Source: an optimization exercise on an open RTL-to-GDS flow (aim: small area, a short achievable clock period and few clock cycles per item). Production flows keep margins and buffers that such runs may drop.
In this exercise RTL edits were held to simulation tests only and were not proved equivalent to the original.
Power is estimated from default activity; no workload was simulated.

**flow/coef.hex**
```
0000
0000
ffff
fffd
fffb
fff8
fff4
fff0
ffeb
ffe5
ffdf
ffd7
ffcf
ffc7
ffbd
ffb3
ffa8
ff9c
ff90
ff82
ff74
ff66
ff56
ff46
ff34
ff22
ff10
fefc
fee8
fed3
febd
fea7
fe8f
fe77
fe5f
fe45
fe2b
fe10
fdf4
fdd8
fdbb
fd9d
fd7f
fd60
fd40
fd20
fd00
fcde
fcbc
fc9a
fc77
fc53
fc30
fc0b
fbe6
fbc1
fb9c
fb76
fb4f
fb29
fb02
fadb
fab3
fa8c
fa64
fa3c
fa14
f9ec
f9c4
f99c
f974
f94c
f924
f8fd
f8d5
f8ae
f887
f860
f839
f813
f7ed
f7c8
f7a3
f77f
f75b
f738
f716
f6f4
f6d3
f6b3
f693
f675
f657
f63b
f61f
f604
f5eb
f5d2
f5bb
f5a5
f590
f57d
f56b
f55a
f54b
f53d
f531
f527
f51e
f516
f511
f50d
f50b
f50b
f50d
f511
f517
f51f
f528
f535
f543
f553
f566
f57b
f592
f5ac
f5c8
f5e6
f607
f62b
f651
f67a
f6a5
f6d3
f704
f737
f76d
f7a6
f7e2
f820
f862
f8a6
f8ee
f938
f985
f9d6
fa29
fa7f
fad9
fb35
fb95
fbf8
fc5e
fcc7
fd33
fda3
fe15
fe8b
ff04
ff81
0000
0083
0109
0192
021e
02ae
0341
03d7
0470
050d
05ad
064f
06f6
079f
084b
08fb
09ae
0a64
0b1c
0bd8
0c98
0d5a
0e1f
0ee7
0fb2
1080
1150
1224
12fa
13d4
14b0
158e
1670
1754
183a
1923
1a0f
1afd
1bed
1ce0
1dd5
1ecc
1fc6
20c1
21bf
22bf
23c0
24c4
25c9
26d1
27da
28e4
29f0
2afe
2c0d
2d1e
2e30
2f43
3057
316d
3283
339b
34b3
35cc
36e6
3800
391c
3a37
3b53
3c70
3d8c
3ea9
3fc6
40e3
4200
431c
4439
4555
4671
478c
48a7
49c1
4ada
4bf2
4d0a
4e21
4f36
504a
515d
526f
537f
548e
559b
56a7
57b0
58b8
59be
5ac2
5bc4
5cc4
5dc1
5ebc
5fb4
60ab
619e
628f
637d
6468
6550
6636
6718
67f7
68d3
69ab
6a81
6b52
6c21
6ceb
6db3
6e76
6f36
6ff1
70a9
715d
720d
72b9
7360
7404
74a3
753e
75d5
7667
76f4
777d
7802
7882
78fd
7974
79e6
7a53
7abb
7b1e
7b7d
7bd6
7c2b
7c7b
7cc5
7d0b
7d4c
7d87
7dbd
7def
7e1b
7e42
7e64
7e80
7e98
7eaa
7eb7
7ebf
7ec1
7ebf
7eb7
7eaa
7e98
7e80
7e64
7e42
7e1b
7def
7dbd
7d87
7d4c
7d0b
7cc5
7c7b
7c2b
7bd6
7b7d
7b1e
7abb
7a53
79e6
7974
78fd
7882
7802
777d
76f4
7667
75d5
753e
74a3
7404
7360
72b9
720d
715d
70a9
6ff1
6f36
6e76
6db3
6ceb
6c21
6b52
6a81
69ab
68d3
67f7
6718
6636
6550
6468
637d
628f
619e
60ab
5fb4
5ebc
5dc1
5cc4
5bc4
5ac2
59be
58b8
57b0
56a7
559b
548e
537f
526f
515d
504a
4f36
4e21
4d0a
4bf2
4ada
49c1
48a7
478c
4671
4555
4439
431c
4200
40e3
3fc6
3ea9
3d8c
3c70
3b53
3a37
391c
3800
36e6
35cc
34b3
339b
3283
316d
3057
2f43
2e30
2d1e
2c0d
2afe
29f0
28e4
27da
26d1
25c9
24c4
23c0
22bf
21bf
20c1
1fc6
1ecc
1dd5
1ce0
1bed
1afd
1a0f
1923
183a
1754
1670
158e
14b0
13d4
12fa
1224
1150
1080
0fb2
0ee7
0e1f
0d5a
0c98
0bd8
0b1c
0a64
09ae
08fb
084b
079f
06f6
064f
05ad
050d
0470
03d7
0341
02ae
021e
0192
0109
0083
0000
ff81
ff04
fe8b
fe15
fda3
fd33
fcc7
fc5e
fbf8
fb95
fb35
fad9
fa7f
fa29
f9d6
f985
f938
f8ee
f8a6
f862
f820
f7e2
f7a6
f76d
f737
f704
f6d3
f6a5
f67a
f651
f62b
f607
f5e6
f5c8
f5ac
f592
f57b
f566
f553
f543
f535
f528
f51f
f517
f511
f50d
f50b
f50b
f50d
f511
f516
f51e
f527
f531
f53d
f54b
f55a
f56b
f57d
f590
f5a5
f5bb
f5d2
f5eb
f604
f61f
f63b
f657
f675
f693
f6b3
f6d3
f6f4
f716
f738
f75b
f77f
f7a3
f7c8
f7ed
f813
f839
f860
f887
f8ae
f8d5
f8fd
f924
f94c
f974
f99c
f9c4
f9ec
fa14
fa3c
fa64
fa8c
fab3
fadb
fb02
fb29
fb4f
fb76
fb9c
fbc1
fbe6
fc0b
fc30
fc53
fc77
fc9a
fcbc
fcde
fd00
fd20
fd40
fd60
fd7f
fd9d
fdbb
fdd8
fdf4
fe10
fe2b
fe45
fe5f
fe77
fe8f
fea7
febd
fed3
fee8
fefc
ff10
ff22
ff34
ff46
ff56
ff66
ff74
ff82
ff90
ff9c
ffa8
ffb3
ffbd
ffc7
ffcf
ffd7
ffdf
ffe5
ffeb
fff0
fff4
fff8
fffb
fffd
ffff
0000
```
**flow/run.sh**
```bash
#!/bin/bash
# synth_recipe.tcl (not shown) runs the flow's synth.tcl, then flattens the netlist and writes it again
# the make line also repeats each setting of config.mk as NAME=value (left out here)
make -C /OpenROAD-flow-scripts/flow DESIGN_CONFIG=/design/flow/config.mk WORK_HOME=/design/flow/orfs CLKGATE_MAP_FILE= SYNTH_SCRIPT=/design/flow/synth_recipe.tcl finish
```
**flow/config.mk**
```make
export PLATFORM = sky130hd
export DESIGN_NAME = filter
export DESIGN_NICKNAME = filter
export VERILOG_FILES = /design/flow/design.v
export SDC_FILE = /design/flow/constraint.sdc
export NUM_CORES = 4
export LEC_CHECK = 0
export CAP_MARGIN = 20
export CORE_MARGIN = 2
export CORE_UTILIZATION = 40
export SLEW_MARGIN = 20
export SYNTH_MEMORY_MAX_BITS = 16384
```
**flow/constraint.sdc**
```tcl
create_clock -name core_clock -period 10.0 [get_ports {clk}]
set_input_delay 2.0000 -clock core_clock [delete_from_list [all_inputs] [get_ports {clk}]]
set_output_delay 2.0000 -clock core_clock [all_outputs]
set_load 0.01 [all_outputs]
```
**flow/design.v**
```verilog
`timescale 1ns / 1ps
module filter
 #(parameter DWIDTH = 16,
   parameter DDWIDTH = 2*DWIDTH,
	parameter L = 160,
	parameter L_LOG = 8,
	parameter M = 147,
	parameter M_LOG = 8,
	parameter CWIDTH = 4*L,
	parameter J = 4,
	parameter J_LOG = 2)
  (input clk,
   input rst,
	output req_in,
	input ack_in,
	input signed [0:DWIDTH-1] data_in,
	output req_out,
	input ack_out,
	output signed [0:DWIDTH-1] data_out);
	reg req_out_buf;
	assign req_out = req_out_buf;
	reg req_in_buf;
	assign req_in = req_in_buf;
	reg signed [0:DWIDTH-1] sum;
	assign data_out = sum;
	reg signed [0:DWIDTH-1] input_buf [0:J - 1];
	reg signed [0:DDWIDTH-1] calc_buf;
	reg signed [0:DDWIDTH-1] last_calc;
	integer i;
	reg [0:J_LOG] count;
	reg signed [0:DWIDTH-1] h_in_reg [0:CWIDTH - 1];
	reg [0:L_LOG - 1] cur_mod;
	reg f;
	initial begin 
		$readmemh ("coef.hex", h_in_reg);
	end
	always @(posedge clk) begin
		if (rst) begin
			req_in_buf <= 1;
			req_out_buf <= 0;
			sum <= 0;
			count <= 0;
			cur_mod <= 0;
			f <= 0;
			for (i = 0; i < J; i = i + 1) begin
				input_buf[i] <= 0;
			end
		end
		else begin
			if (req_in && ack_in) begin
				req_in_buf <= 0;
				calc_buf <= 0;
				count <= 0;
				f <= 0;
				for(i = 0; i < J - 1; i = i + 1) begin
					input_buf[i + 1] <= input_buf[i]; 
				end
				input_buf[0] <= data_in;
			end
			if (req_out && ack_out) begin
				req_out_buf <= 0;
			end
			else if (!req_in && !req_out && !ack_in && !ack_out) begin		
				if (count == J + 1) begin
					req_in_buf <= cur_mod < M;
					calc_buf <= 0;
					count <= 0;
				end
				else if (count == J) begin
					sum <= calc_buf[1:DWIDTH];
					if (cur_mod >= L - M) begin
						cur_mod <= cur_mod - (L - M);
					end
					else begin
						cur_mod <= cur_mod + M;
					end
					req_out_buf <= 1;
					count <= count + 1;
				end
				else begin
					if(f) begin
						f <= 0;
						calc_buf <= last_calc + calc_buf;
						count <= count + 1;
					end
					else begin
						f <= 1;
						last_calc <= input_buf[count] * h_in_reg[count * L + cur_mod];
					end
				end
			end
		end
	end
endmodule
```
==> summary.md <==
| Metric | Value |
|---|---|
| Avg Cell Area, Syn | 7.715 um2 |
| Met3 Wirelength | 19350 um |
| DR vias | between 20000 and 30000 |
| # rows | 94 |
| RSZ-0062 raised after global routing | false |
| # clock sinks | 156 |
| Final ANT Viol Nets | 0 |
| Crit path max-delay cell type | o311ai_2 |
| Worst-Margin Slew | 1.165 ns |
| TNS Setup | 0 ns |
| Final period utilization | 94.64% |
| Area of the multi-input gates | 20100 um2 |
| DRT Pass-1 Iters | 10 |
| Simple-Gate Fraction of Synth Area | 19.01% |
| Wire per inst | 31.09 um |
| Crit-path leading delay family | adder cells |
| Levels on crit path | 32 |
| Status | complete, no violations |
| Die Width | 260.5 um |
| Detailed Route Iter0 Violations | 4709 |
| Placer congestion estimate | 1.090 |
| Ys flop type | dfxtp_1 |
| Number of synthesized flops with an enable pin | 62 |
| Leak Pwr | 12.78 nW |
| WL final | between 100000 and 150000 um |
| Crit-path max cell delay | 0.62 ns |
| Min Tclk post-route | 9.464 ns |
| Final slew viol count | 0 |
| First-pass GRT wire length | between 150000 and 200000 um |
| Worst IR Drop VDD | 0.0001097 V |
| Max-cap violations | 0 |
| Hold_ws | roughly 0.45 ns |
| Starting density of the core | between 40% and 50% |
| Post-synthesis cell count | 3412 |
| DP Wirelength | 106300 um |
| Ys Warns | 2 |
| Pwr dens | between 50 and 60 nW/um2 |
| Via density | 6.542 |
| Most frequent cells in the layout | nand2_1 (452), buf_4 (340), inv_1 (311) |
| Top cells by area, synth | fa_1 (20%), dfxtp_1 (7.1%), edfxtp_1 (7.1%) |
| GR Overflow Total | 0 |
| Post-Route Skew | 0.01932 ns |
| CTS root buf | clkbuf_16 |
| Synth top area share | 19.62% |
| Initial antenna violation count | 8 |
| Most common cell after layout, fill and taps aside | nand2_1 |
| GRT Util Overall | slightly above 40% |
| Crit path DAT | 9.71 ns |
| Max Root-Sink Buffers | 2 |
| Final-report hold violation count | 0 |
| Most frequent CP cell | fa_1 |
| Area Overhead vs Synth | 14.00% |
| Die H | 260.5 um |
| Number of post-CTS setup repair buffers | 0 |
| Syn Nets | 3831 |
| Crit-path max FO | 47 |
| Number of I/O pins | 38 |
| Largest area contributor in the netlist | fa_1 |
| Met2 WL | roughly 54000 um |
| Max Fclk | 105.7 MHz |
| Pin count of the biggest net entering global routing | 130 |
| Post-CTS sizing | 0 |
| Critical Path Start Type | flop |
| Async set or reset register ratio after synthesis | 0% |
| WP data required | 10.24 ns |
| Crit. End Element | flop |
| Compound-cell area share of the yosys netlist | 25.55% |
| DR top layer | met5 |
| Fill cells | 6667 |
| Core Box Area | 65510 um2 |
| Die ar. | 67880 um2 |
| Synth unique cells | 103 |
| Hold_buf cts | 0 |
| Multiplexer area fraction after synthesis | 2.381% |
| Register Area | approximately 3800 um2 |
| Worst Path Buf+Inv | 8 |
| Nets@finish | 3974 |
| Via count of the first global-routing pass | between 20000 and 30000 |
| Hold Path Depth | 2 |
| Final setup vio count | 0 |
| CP Class | reg -> reg |
| DRC | 0 |
| Num CTS Buffers | 17 |
| Fraction of layout cells with a size suffix above 1 | 13.62% |
| Synth Area in Adders | a little over a quarter |
| WL met1 | 57830 um |
| Mapped Area | 26330 um2 |
| Clock Latency Late Sink | slightly below 0.5 ns |
| CTS tree | done |
| Combinational family with the most area after synthesis | adder cells |
| Slew headroom | 20.08% |
| Hold WC Path Type | reg -> reg |
| Xor/xnor share of the synthesized area | 2.757% |
| #FFs+latches synth | 156 |
| Register area share after synthesis | between 10% and 20% |
| Port Buffers | 37 |
| Clk pin slew, worst setup/hold paths | 0.09 ns |
| H-Tree Depth | 4 |
| Pwr Total | 1.623 mW |
| R2R cell count | 32 |
==> registers in the layout, indices dropped and copies added, names as in the netlist <==
| register | count |
|---|---|
| sum | 16 |
| calc_buf | 31 |
| req_in_buf | 1 |
| input_buf | 64 |
| cur_mod | 8 |
| f | 1 |
| req_out_buf | 1 |
| count | 3 |
| last_calc | 31 |
==> Yosys cell counts (29+ instances only) <==
master,n
a31oi_1,60
a311oi_1,33
inv_1,313
fa_1,258
nand2_1,453
ha_1,141
and2_1,29
buf_2,96
nand3_1,68
o311ai_0,31
xor2_1,35
buf_4,38
clkbuf_1,109
o21ai_0,209
nor3_1,80
a211oi_1,61
nor2_1,273
nor2b_1,37
a21oi_1,299
dfxtp_1,94
a21o_1,37
o211ai_1,42
edfxtp_1,62
xnor2_1,46
nand2b_1,68
==> logic make-up (layout without fill, tap and decap cells) <==
kind of cell,count (synthesis),count (layout)
compound gates,1028,1028
flops,156,156
mux,48,48
simple gates,1110,1110
fa+ha+maj,400,400
other cells,0,5
xor+xnor,82,82
buf+inv,588,744
==> per-stage QoR <==
step,instances,area (um2),setup slack [ns],utilization (%)
after floorplan,3412,26330,1.317,-
after global placement,4400,29380,0.7457,44.84
after detailed placement,4400,29380,0.7797,44.85
after CTS,4432,29990,0.7362,45.78
after global routing,4432,30000,0.1543,45.79
final,4437,30010,0.5361,45.81
==> path summary, 6_finish.rpt <==
check / start / end / slack, ns
max: cur_mod[7] / last_calc[1] / 0.54
min: sum[15] / sum[15] / 0.45
max reg2reg: cur_mod[7] / last_calc[1] / 0.54
min reg2reg: sum[15] / sum[15] / 0.45
==> routing by layer <==
layer	track usage (%)	vias up
met4	18.32	8
met1	56.12	14250
met5	0.9259	-
met3	16.62	440
met2	54.80	2084
li1	-	12250
==> layout make-up <==
class | instances | area share [%]
Timing Repair Buffer | 393 | 10.84
Tap cell | 864 | 3.602
Antenna cell | 5 | 0.04169
Sequential cell | 156 | 12.52
Clock inverter | 15 | 0.6254
Multi-Input combinational cell | 2668 | 66.96
Clock buffer | 17 | 1.418
Inverter | 319 | 3.990
==> worst min-delay path, cell delays in order, from the launching register on <==
cell,delay [ns]
dfxtp_1,0.31
nand2_1,0.05
a21oi_1,0.05
==> report_power, final <==
part / switching [mW] / internal [mW] / total (mW) / leakage, nW
Combinational: 0.140 / 0.0761 / 0.216 / 11.1
Clock: 0.350 / 0.363 / 0.713 / 0.302
Sequential: 0.0158 / 0.678 / 0.694 / 1.37
Testbench counts, summed over its fixed seeds: cycles 61,016, items 5,120.

## what the ideal ports hide
Ports are ideal in the flow. The routed layout listed here was re-timed in OpenROAD.
Step 1 (the two cells are an assumption about what drives the block):
set clk [get_ports {clk}]
set_driving_cell -lib_cell sky130_fd_sc_hd__clkbuf_16 $clk
set_driving_cell -lib_cell sky130_fd_sc_hd__buf_2 [delete_from_list [all_inputs] $clk]
Step 2 adds t to the input delays and takes it off the output delays; t is the mean of the earliest and latest rising clock arrival at the registers after step 1. Input paths then give back, and output paths get back, about the clock's delay inside the block.
Slacks: ideal ports / drivers / drivers and shift; pairs: ideal ports / drivers.
t (ns): 0.536
setup slack, ns: 0.536 / 0.536 / 0.536
worst setup path after step 2: register to register
worst slew at a driven data input, ns: 0.04
pins driven straight from the clock port: 1
After both steps this run still meets setup and hold. The setup slack of this run moves by 0.000 ns with the drivers and by 0.000 ns with both steps.
